This design comes from an exercise in tuning for small area on the open sky130 flow, not from production work. The RTL was checked by simulation tests, not by an equivalence proof against the original design. Power and IR drop assume default switching activity.

==> flow/design.v <==
module Tetris(
    input wire clk,            
    input wire btn_left,       
    input wire btn_right,      
    input wire pause,          
    input wire btn_fast,       
    input wire btn_rotate,     
    input reset,               
    output reg [5:0] row,      
    output reg [5:0] col,      
    output reg [6:0] seg,      
    output reg game_over,      
    output reg LED,
    output LED_COM,
    output de1,
    output de2,
    output de3
);
    assign de1 = 1'b1;
    assign de2 = 1'b0;
    assign de3 = 1'b1;
    assign LED_COM = 1'b1;
    reg [9:0] div;
    wire tick = !pause && (&div[6:0]);
    wire rm = div[9];             
    always @(posedge clk)
        if (reset)       div <= 10'd64;
        else if (!pause) div <= div + 10'd1;
    reg [5:0] scan;
    wire [2:0] scan_row = scan[5:3];
    always @(posedge clk)
        if (reset) scan <= 6'd0;
        else       scan <= scan + 6'd1;
    reg [4:0] dr;              
    reg [2:0] dot_col;
    reg [1:0] count_1;
    reg [2:0] shape;
    reg k;
    reg [2:0] score;
    reg [35:0] st;             
    wire [5:0] state [5:0];
    genvar g;
    generate
        for (g = 0; g < 6; g = g + 1) begin : view
            assign state[g] = st[6*g +: 6];
        end
    endgenerate
    reg [5:0] col_q;
    reg [1:0] p0, p1;
    always @* begin
        case (shape)
        3'd1: begin p0 = k ? 2'b10 : 2'b01; p1 = 2'b11; end
        3'd2: begin p0 = k ? 2'b00 : 2'b01; p1 = k ? 2'b11 : 2'b01; end
        3'd3: begin p0 = k ? 2'b01 : 2'b00; p1 = k ? 2'b01 : 2'b11; end
        3'd4: begin p0 = 2'b11; p1 = k ? 2'b10 : 2'b01; end
        default: begin p0 = 2'b11; p1 = 2'b11; end
        endcase
    end
    wire [5:0] m0 = {4'b0, p0} << dot_col;
    wire [5:0] m1 = {4'b0, p1} << dot_col;
    wire [5:0] r1 = ({6{dr[0]}} & state[1]) | ({6{dr[1]}} & state[2]) | ({6{dr[2]}} & state[3]) |
                    ({6{dr[3]}} & state[4]) | ({6{dr[4]}} & state[5]);
    wire [5:0] r2 = ({6{dr[0]}} & state[2]) | ({6{dr[1]}} & state[3]) | ({6{dr[2]}} & state[4]) |
                    ({6{dr[3]}} & state[5]);
    wire blk_l = |(r1 & {1'b0, m1[5:1]});
    wire blk_r = |(r1 & {m1[4:0], 1'b0});
    wire blk_f = |(r2 & m1);
    wire mv_l = !btn_left && dot_col != 3'd0 && !blk_l;
    wire mv_r = !btn_right && dot_col != 3'd4 && !blk_r;
    wire fall = &count_1;
    wire fall_ok = fall && !dr[4] && !blk_f;
    wire land = fall && !fall_ok;
    wire erase = mv_l || mv_r || btn_rotate || fall_ok;
    wire [5:2] full;
    assign full[2] = &state[2];
    assign full[3] = &state[3];
    assign full[4] = &state[4];
    assign full[5] = &state[5];
    wire [5:2] shift;
    assign shift[5] = rm && full[5];
    assign shift[4] = rm && (full[5] || full[4]);
    assign shift[3] = rm && (full[5] || full[4] || full[3]);
    assign shift[2] = rm && (|full);
    wire [2:0] nfull = full[2] + full[3] + full[4] + full[5];
    wire go = tick && !reset;
    wire v = go && !erase;
    genvar h;
    generate
        for (g = 0; g < 6; g = g + 1) begin : rows
            wire s0 = go && (g < 5 ? dr[g < 5 ? g : 0] : 1'b0);
            wire s1 = go && (g > 0 ? dr[g > 0 ? g-1 : 0] : 1'b0);
            wire sh;
            if (g >= 2)
                assign sh = go && shift[g] && !((dr[g < 5 ? g : 0] && g < 5 || dr[g-1]) && erase);
            else
                assign sh = 1'b0;
            for (h = 0; h < 6; h = h + 1) begin : bits
                wire m = reset || (s0 && m0[h]) || (s1 && m1[h]);
                always @(posedge clk)
                    if (sh)
                        st[6*g+h] <= st[6*(g-1)+h];
                    else if (m)
                        st[6*g+h] <= v;
            end
        end
    endgenerate
    always @(posedge clk) begin
        if (reset) begin
            dr <= 5'd1;
            dot_col <= 3'd3;
            count_1 <= 2'd0;
            shape <= 3'd0;
            k <= 1'b0;
            score <= 3'd0;
            game_over <= 1'b0;
            LED <= 1'b0;
        end else if (tick) begin
            if (rm && game_over) LED <= ~LED;
            count_1 <= fall ? 2'd0 : btn_fast ? 2'd3 : count_1 + 2'd1;
            if (land) begin
                dr <= 5'd1;
                dot_col <= 3'd3;
                shape <= (shape == 3'd4) ? 3'd0 : shape + 3'd1;
                k <= 1'b0;
            end else begin
                if (fall_ok) dr <= {dr[3:0], 1'b0};
                if (mv_r) dot_col <= dot_col + 3'd1;
                else if (mv_l) dot_col <= dot_col - 3'd1;
                if (btn_rotate) k <= ~k;
            end
            if (land && dr[0]) begin
                score <= 3'd0;
                game_over <= 1'b1;
            end else if (rm)
                score <= score + nfull;
        end
    end
    always @* begin
        case (score)
            3'd0: seg = ~7'b0000001;
            3'd1: seg = ~7'b1001111;
            3'd2: seg = ~7'b0010010;
            3'd3: seg = ~7'b0000110;
            3'd4: seg = ~7'b1001100;
            3'd5: seg = ~7'b0100100;
            3'd6: seg = ~7'b0100000;
            default: seg = ~7'b0001111;
        endcase
    end
    always @(posedge clk)
        if (&scan[2:0])
            col_q <= scan_row[2] ? (scan_row[0] ? state[5] : state[4]) : state[scan_row[1:0]];
    always @* begin
        case (scan_row)
            3'd1: row = 6'b000001;
            3'd2: row = 6'b000010;
            3'd3: row = 6'b000100;
            3'd4: row = 6'b001000;
            3'd5: row = 6'b010000;
            3'd6: row = 6'b100000;
            default: row = 6'b000000;
        endcase
        col = (row == 6'd0) ? 6'd0 : col_q;
    end
endmodule
clock: 10.0 ns
lec_check: 0
cap_margin: 20
core_margin: 2
core_utilization: 40
slew_margin: 20
standard.sh (not shown) runs the stock make flow with config.mk's settings and CLKGATE_MAP_FILE= SYNTH_SCRIPT=/design/flow/synth_recipe.tcl, a recipe that flattens the netlist after the stock synthesis.
==> flow/flow/run.sh <==
#!/bin/bash
# Standard ORFS layout, with three changes in how it is made:
#  - after the standard synthesis, the combinational logic is re-mapped
#    for area (registers untouched, see remap.sh);
#  - ports are buffered with buf_1;
#  - the clock tree uses clkbuf_8 and no dummy loads.
set -euo pipefail
export BUFFER_PORTS_ARGS="-buffer_cell sky130_fd_sc_hd__buf_1"
export CTS_ARGS="-sink_clustering_enable -repair_clock_nets -dont_use_dummy_load -buf_list sky130_fd_sc_hd__clkbuf_8"
R=orfs/results/sky130hd/Tetris/base
bash standard.sh synth > synth.log 2>&1
cp $R/1_2_yosys.v standard_netlist.v
bash flow/remap.sh $PWD/standard_netlist.v $PWD/remapped.v $PWD/remap.log > remap_stdout.log 2>&1
cp remapped.v $R/1_2_yosys.v
rm -f $R/1_synth.odb $R/1_synth.sdc
bash standard.sh > layout.log 2>&1
==> flow/flow/remap.abc <==
strash
&get -n
&deepsyn -T 60
&put
dch -f
amap -F 20 -A 40
==> flow/flow/remap.sh <==
#!/bin/bash
# Re-map the combinational logic of the standard synthesis netlist for
# area. Flip-flop cells are kept as black boxes, so every register keeps
# its instance name and cell type.
# usage: remap.sh NETLIST_IN NETLIST_OUT LOG
set -euo pipefail
HERE=$(cd "$(dirname "$0")" && pwd)
PLAT=$FLOW_HOME/platforms/sky130hd
LIB=$PLAT/lib/sky130_fd_sc_hd__tt_025C_1v80.lib
YOSYS=yosys
[ -x "$FLOW_HOME/../tools/install/yosys/bin/yosys" ] && YOSYS=$FLOW_HOME/../tools/install/yosys/bin/yosys
DU=$(sed -n '/^export DONT_USE_CELLS/,/^$/p' $PLAT/config.mk | grep -o 'sky130_fd_sc_hd__[a-z0-9_]*' | sed 's/^/-dont_use /' | tr '\n' ' ')
FFS=$(grep -o 'sky130_fd_sc_hd__[a-z0-9_]*' "$1" | sort -u | grep -E '__(e?dfx|dfr|dfs|dfb|sdf|edfx|dlx|dlr)' | tr '\n' ' ')
cat > remap.ys <<EOY
read_liberty -ignore_miss_func $LIB
blackbox $FFS
read_verilog $1
hierarchy -top Tetris
flatten
opt -purge
abc -liberty $LIB $DU -script $HERE/remap.abc
opt_clean -purge
hilomap -singleton -hicell sky130_fd_sc_hd__conb_1 HI -locell sky130_fd_sc_hd__conb_1 LO
insbuf -buf sky130_fd_sc_hd__buf_4 A X
splitnets
opt_clean -purge
rename -hide w:*.*
stat -liberty $LIB
write_verilog -noattr -noexpr -nohex -nodec -selected $2
EOY
$YOSYS -l "$3" -q remap.ys
The starting point passed the timing, design-rule and antenna checks.
Then changed:
--- a/flow/design.v
+++ b/flow/design.v
@@ -36,9 +36,10 @@
     reg [1:0] count_1;
     reg [2:0] shape;
     reg k;
     reg [2:0] score;
-    reg [35:0] st;             
+    reg [35:0] stn;            
+    wire [35:0] st = ~stn;
     wire [5:0] state [5:0];
     genvar g;
     generate
         for (g = 0; g < 6; g = g + 1) begin : view
@@ -47,27 +48,27 @@
     endgenerate
     reg [5:0] col_q;
     reg [1:0] p0, p1;
     always @* begin
-        case (shape)
-        3'd1: begin p0 = k ? 2'b10 : 2'b01; p1 = 2'b11; end
-        3'd2: begin p0 = k ? 2'b00 : 2'b01; p1 = k ? 2'b11 : 2'b01; end
-        3'd3: begin p0 = k ? 2'b01 : 2'b00; p1 = k ? 2'b01 : 2'b11; end
-        3'd4: begin p0 = 2'b11; p1 = k ? 2'b10 : 2'b01; end
+        casez (shape)
+        3'b1??: begin p0 = 2'b11; p1 = k ? 2'b10 : 2'b01; end
+        3'b001: begin p0 = k ? 2'b10 : 2'b01; p1 = 2'b11; end
+        3'b010: begin p0 = k ? 2'b00 : 2'b01; p1 = k ? 2'b11 : 2'b01; end
+        3'b011: begin p0 = k ? 2'b01 : 2'b00; p1 = k ? 2'b01 : 2'b11; end
         default: begin p0 = 2'b11; p1 = 2'b11; end
         endcase
     end
-    wire [5:0] m0 = {4'b0, p0} << dot_col;
-    wire [5:0] m1 = {4'b0, p1} << dot_col;
+    wire [5:0] m0 = dot_col[2] ? {p0, 4'b0} : ({4'b0, p0} << dot_col[1:0]);
+    wire [5:0] m1 = dot_col[2] ? {p1, 4'b0} : ({4'b0, p1} << dot_col[1:0]);
     wire [5:0] r1 = ({6{dr[0]}} & state[1]) | ({6{dr[1]}} & state[2]) | ({6{dr[2]}} & state[3]) |
                     ({6{dr[3]}} & state[4]) | ({6{dr[4]}} & state[5]);
     wire [5:0] r2 = ({6{dr[0]}} & state[2]) | ({6{dr[1]}} & state[3]) | ({6{dr[2]}} & state[4]) |
                     ({6{dr[3]}} & state[5]);
     wire blk_l = |(r1 & {1'b0, m1[5:1]});
     wire blk_r = |(r1 & {m1[4:0], 1'b0});
     wire blk_f = |(r2 & m1);
     wire mv_l = !btn_left && dot_col != 3'd0 && !blk_l;
-    wire mv_r = !btn_right && dot_col != 3'd4 && !blk_r;
+    wire mv_r = !btn_right && !dot_col[2] && !blk_r;
     wire fall = &count_1;
     wire fall_ok = fall && !dr[4] && !blk_f;
     wire land = fall && !fall_ok;
     wire erase = mv_l || mv_r || btn_rotate || fall_ok;
@@ -81,27 +82,25 @@
     assign shift[4] = rm && (full[5] || full[4]);
     assign shift[3] = rm && (full[5] || full[4] || full[3]);
     assign shift[2] = rm && (|full);
     wire [2:0] nfull = full[2] + full[3] + full[4] + full[5];
-    wire go = tick && !reset;
-    wire v = go && !erase;
     genvar h;
     generate
         for (g = 0; g < 6; g = g + 1) begin : rows
-            wire s0 = go && (g < 5 ? dr[g < 5 ? g : 0] : 1'b0);
-            wire s1 = go && (g > 0 ? dr[g > 0 ? g-1 : 0] : 1'b0);
-            wire sh;
-            if (g >= 2)
-                assign sh = go && shift[g] && !((dr[g < 5 ? g : 0] && g < 5 || dr[g-1]) && erase);
-            else
-                assign sh = 1'b0;
+            wire s0 = (g < 5) && dr[g < 5 ? g : 0];
+            wire s1 = (g > 0) && dr[g > 0 ? g-1 : 0];
             for (h = 0; h < 6; h = h + 1) begin : bits
-                wire m = reset || (s0 && m0[h]) || (s1 && m1[h]);
-                always @(posedge clk)
-                    if (sh)
-                        st[6*g+h] <= st[6*(g-1)+h];
-                    else if (m)
-                        st[6*g+h] <= v;
+                wire m = (s0 && m0[h]) || (s1 && m1[h]);
+                if (g >= 2) begin : sh_row
+                    wire sh = shift[g] && !((s0 || s1) && erase);
+                    always @(posedge clk)
+                        if (reset)     stn[6*g+h] <= 1'b1;
+                        else if (tick) stn[6*g+h] <= sh ? stn[6*(g-1)+h] : m ? erase : stn[6*g+h];
+                end else begin : top_row
+                    always @(posedge clk)
+                        if (reset)     stn[6*g+h] <= 1'b1;
+                        else if (tick) stn[6*g+h] <= m ? erase : stn[6*g+h];
+                end
             end
         end
     endgenerate
     always @(posedge clk) begin
@@ -119,9 +118,9 @@
             count_1 <= fall ? 2'd0 : btn_fast ? 2'd3 : count_1 + 2'd1;
             if (land) begin
                 dr <= 5'd1;
                 dot_col <= 3'd3;
-                shape <= (shape == 3'd4) ? 3'd0 : shape + 3'd1;
+                shape <= shape[2] ? 3'd0 : shape + 3'd1;
                 k <= 1'b0;
             end else begin
                 if (fall_ok) dr <= {dr[3:0], 1'b0};
                 if (mv_r) dot_col <= dot_col + 3'd1;
@@ -147,10 +146,11 @@
             default: seg = ~7'b0001111;
         endcase
     end
     always @(posedge clk)
-        if (&scan[2:0])
-            col_q <= scan_row[2] ? (scan_row[0] ? state[5] : state[4]) : state[scan_row[1:0]];
+        if (reset) col_q <= 6'd0;
+        else if (&scan[2:0])
+            col_q <= (scan_row[2] & scan_row[1]) ? 6'd0 : scan_row[2] ? (scan_row[0] ? state[5] : state[4]) : state[scan_row[1:0]];
     always @* begin
         case (scan_row)
             3'd1: row = 6'b000001;
             3'd2: row = 6'b000010;
@@ -159,7 +159,7 @@
             3'd5: row = 6'b010000;
             3'd6: row = 6'b100000;
             default: row = 6'b000000;
         endcase
-        col = (row == 6'd0) ? 6'd0 : col_q;
+        col = col_q;
     end
 endmodule
Outcome:
- The new run finished clean
- power drops by roughly a tenth
- via count is higher by a little under a tenth
- global-route usage increases by 0.93 points
- wire length increases by a few percent
- design area decreases slightly
- cell count grows by roughly a tenth
- synthesized area shrinks slightly
- sequential share of layout area is lower by 9.1 points
- utilization goes down by 0.36 points
- non-clock buffer count grows by 4
- clock skew went up by 0.0060 ns
- worst setup slack improved by 0.14 ns
- clock-buffer cell count is unchanged

==> static timing again, ports no longer ideal <==
The flow's constraints put no driver on any port. The routed layouts listed below were extracted and timed again, unchanged, in two steps. Step 1, drivers: a clkbuf_16 drives clk and a buf_2 each remaining input, both assumed. Step 2 also shifts input and output timing later by t, the mid clock arrival at the registers, as if the neighbouring blocks saw the same clock. Three values: no drivers, after step 1, after step 2; two values: the first two.
run	t (ns)	setup WS [ns]	hold slack, ns	latest minus earliest clock arrival (ns)
the first run	0.391	5.414 / 5.423 / 5.032	0.459 / 0.459 / 0.459	0.014 / 0.014
the second run	0.397	5.553 / 5.567 / 5.170	0.454 / 0.454 / 0.454	0.020 / 0.020
After both steps every run listed still meets setup and hold. The setup slack of the second run, which loses most, moves by +0.014 ns with the drivers and by -0.383 ns with both steps.
